Context: an optimization exercise on an open-source flow, tuned for small area. The choices shown serve that exercise and are no tape-out recipe.
Function was checked by simulation only, so behaviour that the tests miss may differ from the original.
Power and IR drop assume default switching activity.

## wip/violet
==> flow/design.v (excerpt) <==
module Fitbit(
    input CLK,
    input start,
    input reset,
    input [1:0] select,
    output [6:0] sseg,
    output [3:0] an,
    output SI,
    output dp
    );
function [15:0] inc;
    input [15:0] x;
    integer i;
    reg c;
    begin
        c = 1'b1;
        for (i = 0; i < 16; i = i + 1) begin
            inc[i] = x[i] ^ c;
            c = c & x[i];
        end
    end
endfunction
function lt10;
    input [9:0] x;
    input [9:0] k;
    integer i;
    reg r, e;
    begin
        r = 1'b0;
        e = 1'b1;
        for (i = 9; i >= 0; i = i - 1) begin
            r = r | (e & ~x[i] & k[i]);
            e = e & ~(x[i] ^ k[i]);
        end
        lt10 = r;
    end
endfunction
function [3:0] dinc;
    input [3:0] d;
    begin
        dinc[0] = ~d[0];
        dinc[1] = (d[1] ^ d[0]) & ~d[3];
        dinc[2] = d[2] ^ (d[1] & d[0]);
        dinc[3] = (d[3] & ~d[0]) | (d[2] & d[1] & d[0]);
    end
endfunction
function [3:0] dadd6;
    input [3:0] d;
    reg lo;
    begin
        lo = ~d[3] & ~d[2];
        dadd6[0] = d[0];
        dadd6[1] = lo ? ~d[1] : (d[1] & ~d[3]);
        dadd6[2] = lo ? ~d[1] : d[3];
        dadd6[3] = lo & d[1];
    end
endfunction
assign dp = 1'b1;
function [12:0] lfsr;
    input [12:0] q;
    lfsr = {q[11:0], ~(q[12] ^ q[11] ^ q[1] ^ q[0])};
endfunction
function lfsr_end;
    input [12:0] q;
    lfsr_end = ~q[10] & ~q[9] & ~q[8] & ~q[7] & q[6] & q[4] & ~q[3] & q[2] & ~q[1] & ~q[0];
endfunction
reg [12:0] g_cnt;
reg        g_sec;
wire g_end  = lfsr_end(g_cnt);
wire g_tick = g_end & ~g_sec;
always @(posedge CLK) begin
    if (reset) begin
        g_cnt <= 13'd0;
        g_sec <= 1'b0;
    end else if (g_end) begin
        g_cnt <= 13'd1;           
        g_sec <= ~g_sec;
    end else
        g_cnt <= lfsr(g_cnt);
end
reg [9:0] hclk;
  ...
Settings: LEC_CHECK=0, CAP_MARGIN=20, CORE_MARGIN=2, CORE_UTILIZATION=40, SLEW_MARGIN=20; clock period 25.0 ns.
standard.sh (not shown) runs the stock make flow with config.mk's settings and CLKGATE_MAP_FILE= SYNTH_SCRIPT=/design/flow/synth_recipe.tcl, a recipe that flattens the netlist after the stock synthesis.
==> flow/flow/run.sh <==
#!/bin/bash
# Own layout flow: the standard synthesis, then an area-oriented re-mapping of
# its combinational logic (the registers, their names and cells are kept as
# the standard synthesis made them), then the standard ORFS layout steps with
# a small clock tree and small port buffers.
set -euo pipefail
W=$(pwd)
F=$W/flow
R=$W/orfs/results/$FLOW_PLATFORM/Fitbit/base
LIB=$FLOW_HOME/platforms/sky130hd/lib/sky130_fd_sc_hd__tt_025C_1v80.lib

bash standard.sh synth > $W/log_1_standard_synth.txt 2>&1

cp $R/1_2_yosys.v $W/standard_synth.v
LIB=$LIB IN=$W/standard_synth.v OUT=$W/resynth.v ABC=$F/area.abc \
  yosys -c $F/resynth.tcl > $W/log_2_resynth.txt 2>&1
cp $W/resynth.v $R/1_2_yosys.v
rm -f $R/1_synth.odb $R/1_synth.sdc

CTS="-sink_clustering_enable -repair_clock_nets -dont_use_dummy_load $(cat $F/cts_args.txt)"
bash standard.sh finish \
  "CTS_ARGS=$CTS" \
  "BUFFER_PORTS_ARGS=-buffer_cell sky130_fd_sc_hd__buf_1" \
  > $W/log_3_standard_finish.txt 2>&1
test -f $W/out/final.def
==> flow/flow/area.abc <==
strash
balance -l
 resub -K 6 -l
 rewrite -l
 resub -K 6 -N 2 -l
 refactor -l
 resub -K 8 -l
 balance -l
 resub -K 8 -N 2 -l
 rewrite -l
 resub -K 10 -l
 rewrite -z -l
 resub -K 10 -N 2 -l
 balance -l
 resub -K 12 -l
 refactor -z -l
 resub -K 12 -N 2 -l
 rewrite -z -l
 balance -l

&get -n
&deepsyn -J 100 -T 400 -v
&put
balance -l
 resub -K 6 -l
 rewrite -l
 resub -K 6 -N 2 -l
 refactor -l
 resub -K 8 -l
 balance -l
 resub -K 8 -N 2 -l
 rewrite -l
 resub -K 10 -l
 rewrite -z -l
 resub -K 10 -N 2 -l
 balance -l
 resub -K 12 -l
 refactor -z -l
 resub -K 12 -N 2 -l
 rewrite -z -l
 balance -l

&get -n
&dch -f
&nf -R 1000
&put
==> flow/flow/cts_args.txt <==
-buf_list sky130_fd_sc_hd__clkbuf_4 -root_buf sky130_fd_sc_hd__clkbuf_8 -sink_clustering_size 16 -sink_clustering_max_diameter 60
==> flow/flow/resynth.tcl <==
# Re-map the combinational logic of the standard synthesis for area.
# Flip-flops and tie cells stay as they are (same instances, names, cells).
yosys read_liberty -ignore_miss_func $::env(LIB)
yosys read_verilog $::env(IN)
yosys hierarchy -top Fitbit
yosys setattr -mod -set keep_hierarchy 1 sky130_fd_sc_hd__dfxtp_1 sky130_fd_sc_hd__conb_1
yosys flatten
yosys opt_clean
yosys abc -liberty $::env(LIB) -script $::env(ABC) -dont_use *lpflow* -dont_use *probe*
yosys opt_clean -purge
yosys hilomap -singleton -hicell sky130_fd_sc_hd__conb_1 HI -locell sky130_fd_sc_hd__conb_1 LO
yosys opt_clean -purge
yosys stat -liberty $::env(LIB)
yosys select Fitbit
yosys write_verilog -selected -noattr -nohex -nodec $::env(OUT)
The following lists how wip/willow was set up differently from wip/violet:
--- a/flow/design.v
+++ b/flow/design.v
@@ -131,27 +131,26 @@
         default: half = 9'bxxxxxxxxx;
     endcase
 end
 reg [3:0] prev_code;
 reg [8:0] p_cnt;
 reg       pulse;
 reg       step;           
 wire same     = (code == prev_code);
 wire p_run    = start & (code != 4'd0);
-wire p_toggle = same & p_run & (&(p_cnt | ~half));
+wire p_toggle = same & p_run & (p_cnt == half);
 wire [15:0] p_inc = inc({7'd0, p_cnt});
 always @(posedge CLK) begin
     if (reset)
-        prev_code[3] <= 1'b1;
+        prev_code <= 4'd0;
     else
-        prev_code[3] <= code[3];
+        prev_code <= code;
 end
-always @(posedge CLK) prev_code[2:0] <= code[2:0];
 always @(posedge CLK) begin
     if (~same)
         p_cnt <= 9'd2;
     else if (p_run) begin
         if (p_toggle)
             p_cnt <= 9'd1;
         else
             p_cnt <= p_inc[8:0];
     end
@@ -309,24 +308,27 @@
                 2'd0: d = ha3;
                 2'd1: d = ha2;
                 2'd2: d = ha1;
                 default: d = ha0;
               endcase
     endcase
 end
 reg [6:0] seg;
 always @(*) begin
-    if (d[3])
-        seg = d[2] ? 7'b1110111 : (d[0] ? 7'b0000100 : 7'b0000000);
-    else case (d[2:0])
-        3'd0: seg = 7'b0000001;
-        3'd1: seg = 7'b1001111;
-        3'd2: seg = 7'b0010010;
-        3'd3: seg = 7'b0000110;
-        3'd4: seg = 7'b1001100;
-        3'd5: seg = 7'b0100100;
-        3'd6: seg = 7'b0100000;
-        default: seg = 7'b0001111;
+    case (d)
+        4'd0: seg = 7'b0000001;
+        4'd1: seg = 7'b1001111;
+        4'd2: seg = 7'b0010010;
+        4'd3: seg = 7'b0000110;
+        4'd4: seg = 7'b1001100;
+        4'd5: seg = 7'b0100100;
+        4'd6: seg = 7'b0100000;
+        4'd7: seg = 7'b0001111;
+        4'd8: seg = 7'b0000000;
+        4'd9: seg = 7'b0000100;
+        4'd11: seg = 7'b0000100;
+        4'd15: seg = 7'b1110111;
+        default: seg = 7'bxxxxxxx;
     endcase
 end
 assign sseg = seg;
 endmodule
### Flow results
- On power share of the clock group, the higher figure sits with wip/violet, not wip/willow.
- Side by side, die outline area turned out higher in wip/willow than in wip/violet.
- Lower standby leakage power among wip/willow and wip/violet: wip/violet
- Taking wip/violet as the reference, in wip/willow shortest clock period the worst path allows after layout rose by 0.20 ns, final instance area climbed 3.7%, die span in y went up by about 1.8%, horizontal die dimension grew by about 1.8%, switching component of the power up about 3.3%.
- Routed length on met2 (wip/willow vs. wip/violet) increases by more than 10%

what the ideal ports hide:
Ports are ideal in the flow. The routed layouts listed here were re-timed in OpenROAD.
Step 1 (the two cells are an assumption about what drives the block):
set clk [get_ports {CLK}]
set_driving_cell -lib_cell sky130_fd_sc_hd__clkbuf_16 $clk
set_driving_cell -lib_cell sky130_fd_sc_hd__buf_2 [delete_from_list [all_inputs] $clk]
Step 2 moves the port delays by t, midway between the first and last clock arrival at a register: inputs arrive t later, outputs are due t later. That takes back most of the time a late clock gives input paths.
Slacks: ideal ports / drivers / drivers and shift; pairs: ideal ports / drivers.
run	t (ns)	slack for setup (ns)	worst setup path after step 2	clock arrival spread, ns
wip/violet	0.431	16.810 / 16.776 / 17.207	register to output	0.039 / 0.040
wip/willow	0.430	16.609 / 16.575 / 16.863	input to register	0.027 / 0.027
After both steps every run listed still meets setup and hold.
